From an optimization exercise on the open Yosys and OpenROAD flow, aimed at small area, a short achievable clock period and few clock cycles; shortcuts taken in it are not production practice. Where RTL was checked, it was by simulation tests only, not by an equivalence proof against the original. For run 1, only the layout was checked, not whether the RTL still works.

==> flow/design.v (outline; a module is shown in full before it is edited, if it fits) <==
// module alu: 1122 lines
module alu #(
    parameter INT_W  = 6,
    parameter FRAC_W = 10,
    parameter INST_W = 4,
    parameter DATA_W = INT_W + FRAC_W
)(
    input                     i_clk,
    input                     i_rst_n,
    input signed [DATA_W-1:0] i_data_a,
    input signed [DATA_W-1:0] i_data_b,
    input        [INST_W-1:0] i_inst,
    output                    o_valid,
    output                    o_busy,
    output       [DATA_W-1:0] o_data
);
  // ...
==> flow/run.sh <==
#!/bin/bash
# synth_recipe.tcl (not shown) runs the flow's synth.tcl, then flattens the netlist and writes it again
# the make line also repeats each setting of config.mk as NAME=value (left out here)
make -C /OpenROAD-flow-scripts/flow DESIGN_CONFIG=/design/flow/config.mk WORK_HOME=/design/flow/orfs CLKGATE_MAP_FILE= SYNTH_SCRIPT=/design/flow/synth_recipe.tcl finish
==> flow/config.mk <==
export PLATFORM = sky130hd
export DESIGN_NAME = alu
export DESIGN_NICKNAME = alu
export VERILOG_FILES = /design/flow/design.v
export SDC_FILE = /design/flow/constraint.sdc
export NUM_CORES = 4
export LEC_CHECK = 0
export CAP_MARGIN = 20
export CORE_MARGIN = 2
export CORE_UTILIZATION = 40
export SLEW_MARGIN = 20
==> flow/constraint.sdc <==
create_clock -name core_clock -period 32.0 [get_ports {i_clk}]
set_input_delay 6.4000 -clock core_clock [delete_from_list [all_inputs] [get_ports {i_clk}]]
set_output_delay 6.4000 -clock core_clock [all_outputs]
set_load 0.01 [all_outputs]
==> results.json, run 1 <==
{
  "via_per_inst": 5.74,
  "final_area_um2": 33300,
  "fin_util": 0.437,
  "holdPathStages": 0,
  "arrival_ps": 1610,
  "slowest_delay_ps": 530,
  "top_register": "p4",
  "critPathRequiredTime_ps": 25600,
  "start_util": 0.405,
  "drt_iter0_drc": 2506,
  "clk_pin_slew_ps": 60,
  "status": "timing/DRC/antenna clean",
  "worst_setup_path_start_kind": "register",
  "routed_wirelength_um": 92800,
  "gp_congestion": 0.940,
  "synth.net_count": 4351,
  "final_nets": 4249,
  "dpl_cell_area_um2": 32200,
  "crit_fanout": 2,
  "vias": 27200,
  "slew_headroom": 0.246,
  "synth_area_um2": 30800,
  "synth-simple-area-share": 0.139,
  "drive_gt1_frac": 0.0549,
  "synth-main-ff-cell": "dfxtp_1",
  "std_cell_rows": 101,
  "r2r_end": "y2[2]",
  "synth_edf_count": 16,
  "cts_tree": "yes",
  "multi_input_area_share": 0.730,
  "met1_usage": 0.315,
  "cts-htree-levels": 1,
  "grt.total_usage": 0.232,
  "yosysTopAreaCell": "fa_1",
  "slowest_stage": "dfstp_2",
  "drc": 0,
  "synth_compound_area_frac": 0.226,
  "postCtsSetupBuffers": 0,
  "met3_length_um": 6280,
  "multi_input_area_um2": 24300
}
==> inputs of run 2 (changes only) <==
--- a/flow/design.v
+++ b/flow/design.v
@@ -366,76 +366,69 @@
 wire km_c58 = y2[13] & 1'b1;
 wire km_s59 = y2[14] ^ 1'b1;
 wire km_c59 = y2[14] & 1'b1;
 wire [29:0] km_r0 = {1'b1, 1'b1, 1'b0, km_c59, km_c58, km_c57, km_c56, km_c55, km_c54, km_c53, km_c52, km_c51, km_c50, km_c49, km_c48, km_c47, km_c46, km_c45, km_c44, km_c43, km_c42, km_c41, km_c40, km_c39, km_c38, km_c37, km_s37, y2[2], y2[1], y2[0]};
 wire [29:0] km_r1 = {1'b0, 1'b0, 1'b0, y2[15], km_s59, km_s58, km_s57, km_s56, km_s55, km_s54, km_s53, km_s52, km_s51, km_s50, km_s49, km_s48, km_s47, km_s46, km_s45, km_s44, km_s43, km_s42, km_s41, km_s40, km_s39, km_s38, y2[0], y2[0], 1'b0, 1'b0};
 wire [29:0] km_sum = km_r0 + km_r1;
 assign gM = km_sum[29:14];
 wire [19:0] fm = {y2[3:0], x2};
-reg [3:0] flz;
+reg  [3:0]  flz;
 always @(*) begin
-    flz = 4'd11;
-    for (i = 10; i >= 0; i = i - 1)
-        if (fm[18-i]) flz = i[3:0];
-end
-wire [18:0] fn    = fm[19] ? fm[19:1] : (fm[18:0] << flz);
-wire        fbias = fn[7] & (fn[8] | (|fn[6:0]));
-wire [10:0] fman  = {1'b0, fn[17:8]} + {10'b0, fbias};
-wire [4:0]  fexp  = y2[8:4] + {4'b0, fm[19]} - {1'b0, fm[19] ? 4'd0 : flz} + {4'b0, fman[10]};
-wire [15:0] rfp   = {y2[9], fexp, fman[9:0]};
-wire signed [15:0] sx2 = x2;
-wire signed [15:0] sy2 = y2;
-wire signed [16:0] sadd = sx2 + sy2;
-wire signed [16:0] ssub = sx2 - sy2;
-wire [15:0] radd = (sadd[16] != sadd[15]) ? {sadd[16], {15{~sadd[16]}}} : sadd[15:0];
-wire [15:0] rsub = (ssub[16] != ssub[15]) ? {ssub[16], {15{~ssub[16]}}} : ssub[15:0];
-reg [3:0] clz;
-always @(*) begin
-    clz = 4'd0;
-    for (i = 0; i < 16; i = i + 1)
-        if (x2[i]) clz = 4'd15 - i[3:0];
+    flz = 4'd12;
+    for (i = 11; i >= 0; i = i - 1)
+        if (fm[19-i]) flz = i[3:0];
 end
 reg [4:0] pop;
 always @(*) begin
     pop = 5'd0;
     for (i = 0; i < 16; i = i + 1)
         pop = pop + {4'b0, x2[i]};
 end
-wire [31:0] jy  = {y2, ~y2} << pop;
+reg [15:0] x3;
+reg [16:0] y3;
+reg [3:0]  op3;
+reg        gin3;
+always @(posedge i_clk) begin
+    op3  <= op2;
+    gin3 <= gin2;
+    x3   <= (op2 == 4'd6) ? {11'b0, pop} : x2;
+    y3   <= (op2 == 4'd4) ? {1'b0, gM}
+          : op2[3] ? {3'b0, flz, y2[9:0]} : {y2[15], y2};
+end
+wire               ssb  = op3[0];
+wire        [15:0] syy  = y3[15:0] ^ {16{ssb}};
+wire        [16:0] sres = {x3[15], x3} + {syy[15], syy} + {16'b0, ssb};
+wire        [15:0] rads = (sres[16] != sres[15]) ? {sres[16], {15{~sres[16]}}} : sres[15:0];
+reg [3:0] clz;
+always @(*) begin
+    clz = 4'd0;
+    for (i = 0; i < 16; i = i + 1)
+        if (x3[i]) clz = 4'd15 - i[3:0];
+end
 function [31:0] lfsr_seq(input [15:0] x);
     integer j;
     reg [31:0] u;
     begin
         u = {x, 16'b0};
         for (j = 0; j < 16; j = j + 1)
             u[15-j] = u[31-j] ^ u[29-j] ^ u[28-j] ^ u[26-j];
         lfsr_seq = u;
     end
 endfunction
-wire [31:0] lu = lfsr_seq(x2);
-wire [31:0] ly = lu << y2[4:0];
-reg [15:0] x3;
-reg [16:0] y3;
-reg [3:0]  op3;
-reg        gin3;
-always @(posedge i_clk) begin
-    op3  <= op2;
-    gin3 <= gin2;
-    y3   <= (op2 == 4'd4) ? {1'b0, gM} : {y2[15], y2};
-    case (op2)
-        4'd0: x3 <= radd;
-        4'd1: x3 <= rsub;
-        4'd5: x3 <= {12'b0, clz};
-        4'd6: x3 <= jy[31:16];
-        4'd7: x3 <= ly[31:16];
-        4'd8, 4'd9: x3 <= rfp;
-        default: x3 <= x2;
-    endcase
-end
+wire [31:0] lu = lfsr_seq(x3);
+wire        isfp = op3[3];
+wire [31:0] shv  = isfp ? {y3[3:0], x3, 12'b0} : (op3[0] ? lu : {y3[15:0], ~y3[15:0]});
+wire [4:0]  shn  = isfp ? {1'b0, y3[13:10]} : (op3[0] ? y3[4:0] : x3[4:0]);
+wire [31:0] shw  = shv << shn;
+wire [18:0] fn   = shw[31:13];
+wire        fbias = fn[7] & (fn[8] | (|fn[6:0]));
+wire [10:0] fman  = {1'b0, fn[17:8]} + {10'b0, fbias};
+wire [4:0]  fexp  = y3[8:4] + 5'd1 - {1'b0, y3[13:10]} + {4'b0, fman[10]};
+wire [15:0] rfp   = {y3[9], fexp, fman[9:0]};
 wire [23:0] prod;
 wire m1_w0 = x3[0] ^ 1'b0;
 wire m1_w1 = (x3[1] & ~x3[0] & ~1'b0) | (~x3[1] & x3[0] & 1'b0);
 wire m1_w2 = x3[1] & ~(x3[0] & 1'b0);
 wire m1_w3 = ((m1_w0 & y3[0]) | (m1_w1 & 1'b0)) ^ m1_w2;
 wire m1_w4 = ((m1_w0 & y3[1]) | (m1_w1 & y3[0])) ^ m1_w2;
 wire m1_w5 = ((m1_w0 & y3[2]) | (m1_w1 & y3[1])) ^ m1_w2;
 wire m1_w6 = ((m1_w0 & y3[3]) | (m1_w1 & y3[2])) ^ m1_w2;
@@ -853,17 +846,23 @@
 reg [23:0] p4;
 reg [15:0] x4;
 reg [3:0]  op4;
 reg        gin4;
 always @(posedge i_clk) begin
     op4  <= op3;
     gin4 <= gin3;
     p4   <= prod;
-    x4   <= x3;
+    case (op3)
+        4'd0, 4'd1: x4 <= rads;
+        4'd5: x4 <= {12'b0, clz};
+        4'd6, 4'd7: x4 <= shw[31:16];
+        4'd8, 4'd9: x4 <= rfp;
+        default: x4 <= x3;
+    endcase
 end
 wire signed [22:0] mtr  = p4[23:1] + {22'b0, p4[0]};
 wire [15:0] mrnd = (mtr > 23'sd32767) ? 16'h7fff : (mtr < -23'sd32768) ? 16'h8000 : mtr[15:0];
 wire signed [12:0] s1   = p4[19:7] + {12'b0, p4[6]};
 wire [12:0]        s1ab = s1[12] ? -s1 : s1;
 wire signed [12:0] s1h  = s1 + (s1[12] ? -13'sd511 : 13'sd513);
 wire signed [11:0] tt   = (s1ab < 13'd512) ? s1[11:0] : s1h[12:1];
 wire [10:0]        gz   = 11'd1024 + tt[10:0];
==> run 2 against run 1 <==
Compared with the run above:
- largest cell class unchanged
- critical endpoint unchanged
- sequential share of layout area increased by 0.74 points
- core utilization decreased by 0.52 points
- flip-flop and latch count is the same
==> results.json, run 2 <==
{
  "status": "timing/DRC/antenna clean",
  "maxCapViolCount": 0,
  "first_global_vias": 24400,
  "synth.avg_cell_area_um2": 8.37,
  "cts_root_buffer": "clkbuf_16",
  "cp.depth": 1,
  "finalHoldViolCount": 0,
  "slew_headroom": 0.246,
  "grt_remaining_overflow": 0,
  "core_area_um2": 73000,
  "cts_resized": 0,
  "postCtsSetupBuffers": 0,
  "slowest_delay_ps": 520,
  "synth.net_count": 4048,
  "ant_nets": 0,
  "vias": 24600,
  "drv_slew": 0,
  "drc": 0,
  "start_util": 0.404,
  "path_delay_family": "flip-flops",
  "final_nets": 3947,
  "crit_path_end_kind": "primary output",
  "yosysWarnings": 1,
  "wl_per_cell_um": 18.9,
  "register_area_um2": 4400,
  "synth.top_cell.area_share": 0.148,
  "reg_top3": "p4 x24, y3 x17",
  "critPathRequiredTime_ps": 25600,
  "drt_iter0_drc": 1920,
  "fmax_mhz": 125,
  "nFillCells": 7248,
  "antenna_found_initial": 0,
  "holdPathStages": 0,
  "cts_made_buffers": 25,
  "hpwl_um": 62700,
  "synth-main-ff-cell": "dfxtp_1",
  "grt_start_max_net_pins": 71,
  "period_needed_ps": 7980,
  "multi_input_area_um2": 22700,
  "std_cell_rows": 99,
  "arrival_ps": 1580,
  "period_share": 0.249,
  "cp_cell_sequence": "clkdlybuf4s50_1",
  "grt_pass1_wl_um": 134000,
  "diodes": 0,
  "synth_edf_count": 16,
  "worstSkewPairLatency_ps": 560,
  "ys_types": 112,
  "largest_register_ffs": 24,
  "synth_seq_cells": 209,
  "ctsHoldBuffers": 0,
  "drt-pass1-iter-count": 6,
  "die_y_um": 275,
  "finalSetupTns_ps": 0,
  "slowest_stage": "dfstp_2",
  "clock_sinks": 209,
  "setup_viol": 0,
  "clock_skew_ps": 23.7,
  "final_area_um2": 31500,
  "die_w_um": 275,
  "ios": 56,
  "fin_util": 0.432,
  "area_growth_pct": 7.07,
  "die-area_um2": 75800,
  "synth_area_um2": 29400,
  "synth.most_common_cell": "inv_1",
  "yosysTopAreaCell": "fa_1",
  "seq_area_frac_synth": 0.149,
  "cts_tree": "yes",
  "crit_fanout": 2,
  "worst_setup_path_start_kind": "register",
  "synthArstFlopShare": 0.0383,
  "synth_cells": 3517,
  "path_buf_inv": 1,
  "port_buffers": 55,
  "dpl_cell_area_um2": 30700,
  "crit_type": "reg -> out",
  "cts-htree-levels": 1,
  "drive_gt1_frac": 0.0650,
  "grt.total_usage": 0.219,
  "reg2reg_depth": 27,
  "hold_class": "reg -> reg",
  "clk_pin_slew_ps": 60,
  "layout.cells.most_common": "inv_1",
  "ys_top_cells_by_count": "inv_1, ha_1, xnor2_1",
  "rsz0062_at_grt": "false",
  "clock_path_buffers": 3,
  "via_per_inst": 5.60,
  "ys_top_cells_by_area": "fa_1, dfxtp_1, ha_1",
  "top_register": "p4",
  "routed_wirelength_um": 83000,
  "gp_congestion": 0.907,
  "tightest_slew_ps": 1130,
  "final_cell_mix": "inv_1, ha_1, xnor2_1"
}
==> run 2: path summary, 6_finish.rpt <==
| check | from | endpoint | slack, ps |
|---|---|---|---|
| worst max register to register | a1[10] | y2[2] | 24540 |
| max in group asynchronous | i_rst_n | busy_r | 25590 |
| worst max-delay path | busy_r | o_busy | 24020 |
| worst min-delay path | gin3 | gin4 | 330 |
| min in group asynchronous | i_rst_n | v6 | 6120 |
| worst min register to register | gin3 | gin4 | 330 |
==> run 2: metrics by stage <==
step                setup slack, ps  std cells  hold slack, ps
finish                        24020       4392             329
CTS                           23990       4392             329
global placement              24570       4348             314
detailed placement            24570       4348             315
global route                  23920       4392             347
floorplan                     25070       3517             310
==> run 2: layout make-up <==
class / count / area share
Clock inverter: 12 / 0.00500
Tap cell: 959 / 0.0381
Timing Repair Buffer: 113 / 0.0313
Multi-Input combinational cell: 2704 / 0.721
Inverter: 363 / 0.0432
Clock buffer: 32 / 0.0219
Sequential cell: 209 / 0.139
==> run 2: cells by family after synthesis <==
logic type / after synthesis / share of synthesized area
flops: 209 / 0.149
compound gates: 922 / 0.210
xor+xnor: 409 / 0.126
fa+ha+maj: 494 / 0.265
mux: 107 / 0.0452
buf+inv: 604 / 0.0800
other cells: 1 / 0.000127
simple gates: 771 / 0.125
==> run 2: per-layer routing <==
metal  share of wire  vias up  routed length, µm  global-route usage
met3           0.057      134               4760              0.0237
met5               0        -                  0                   0
li1                -    11900                  -                   -
met4           0.027        0               2210              0.0606
met1            0.43    11800              35700               0.285
met2            0.49      785              40300               0.385
Testbench counts of run 2, summed over its fixed seeds: cycles 1,648.

afterwards: timing with drivers on the ports:
How much do the figures lean on ideal ports? The routed layouts below were timed once more, with nothing changed but the port constraints. Step 1 assumes that a clkbuf_16 drives the clock port and a buf_2 every other input. Step 2 moves the port delays by t, midway between the first and last clock arrival at a register: inputs arrive t later, outputs are due t later. That takes back most of the time a late clock gives input paths. Three values: ideal, step 1, step 2; two values: the first two.
run | t, ns | setup slack, ns | worst hold slack (ns)
run 1 | 0.621 | 23.989 / 23.930 / 24.062 | 0.324 / 0.324 / 0.324
run 2 | 0.595 | 24.020 / 23.970 / 24.540 | 0.329 / 0.329 / 0.329
After both steps setup and hold are still met in every run listed.
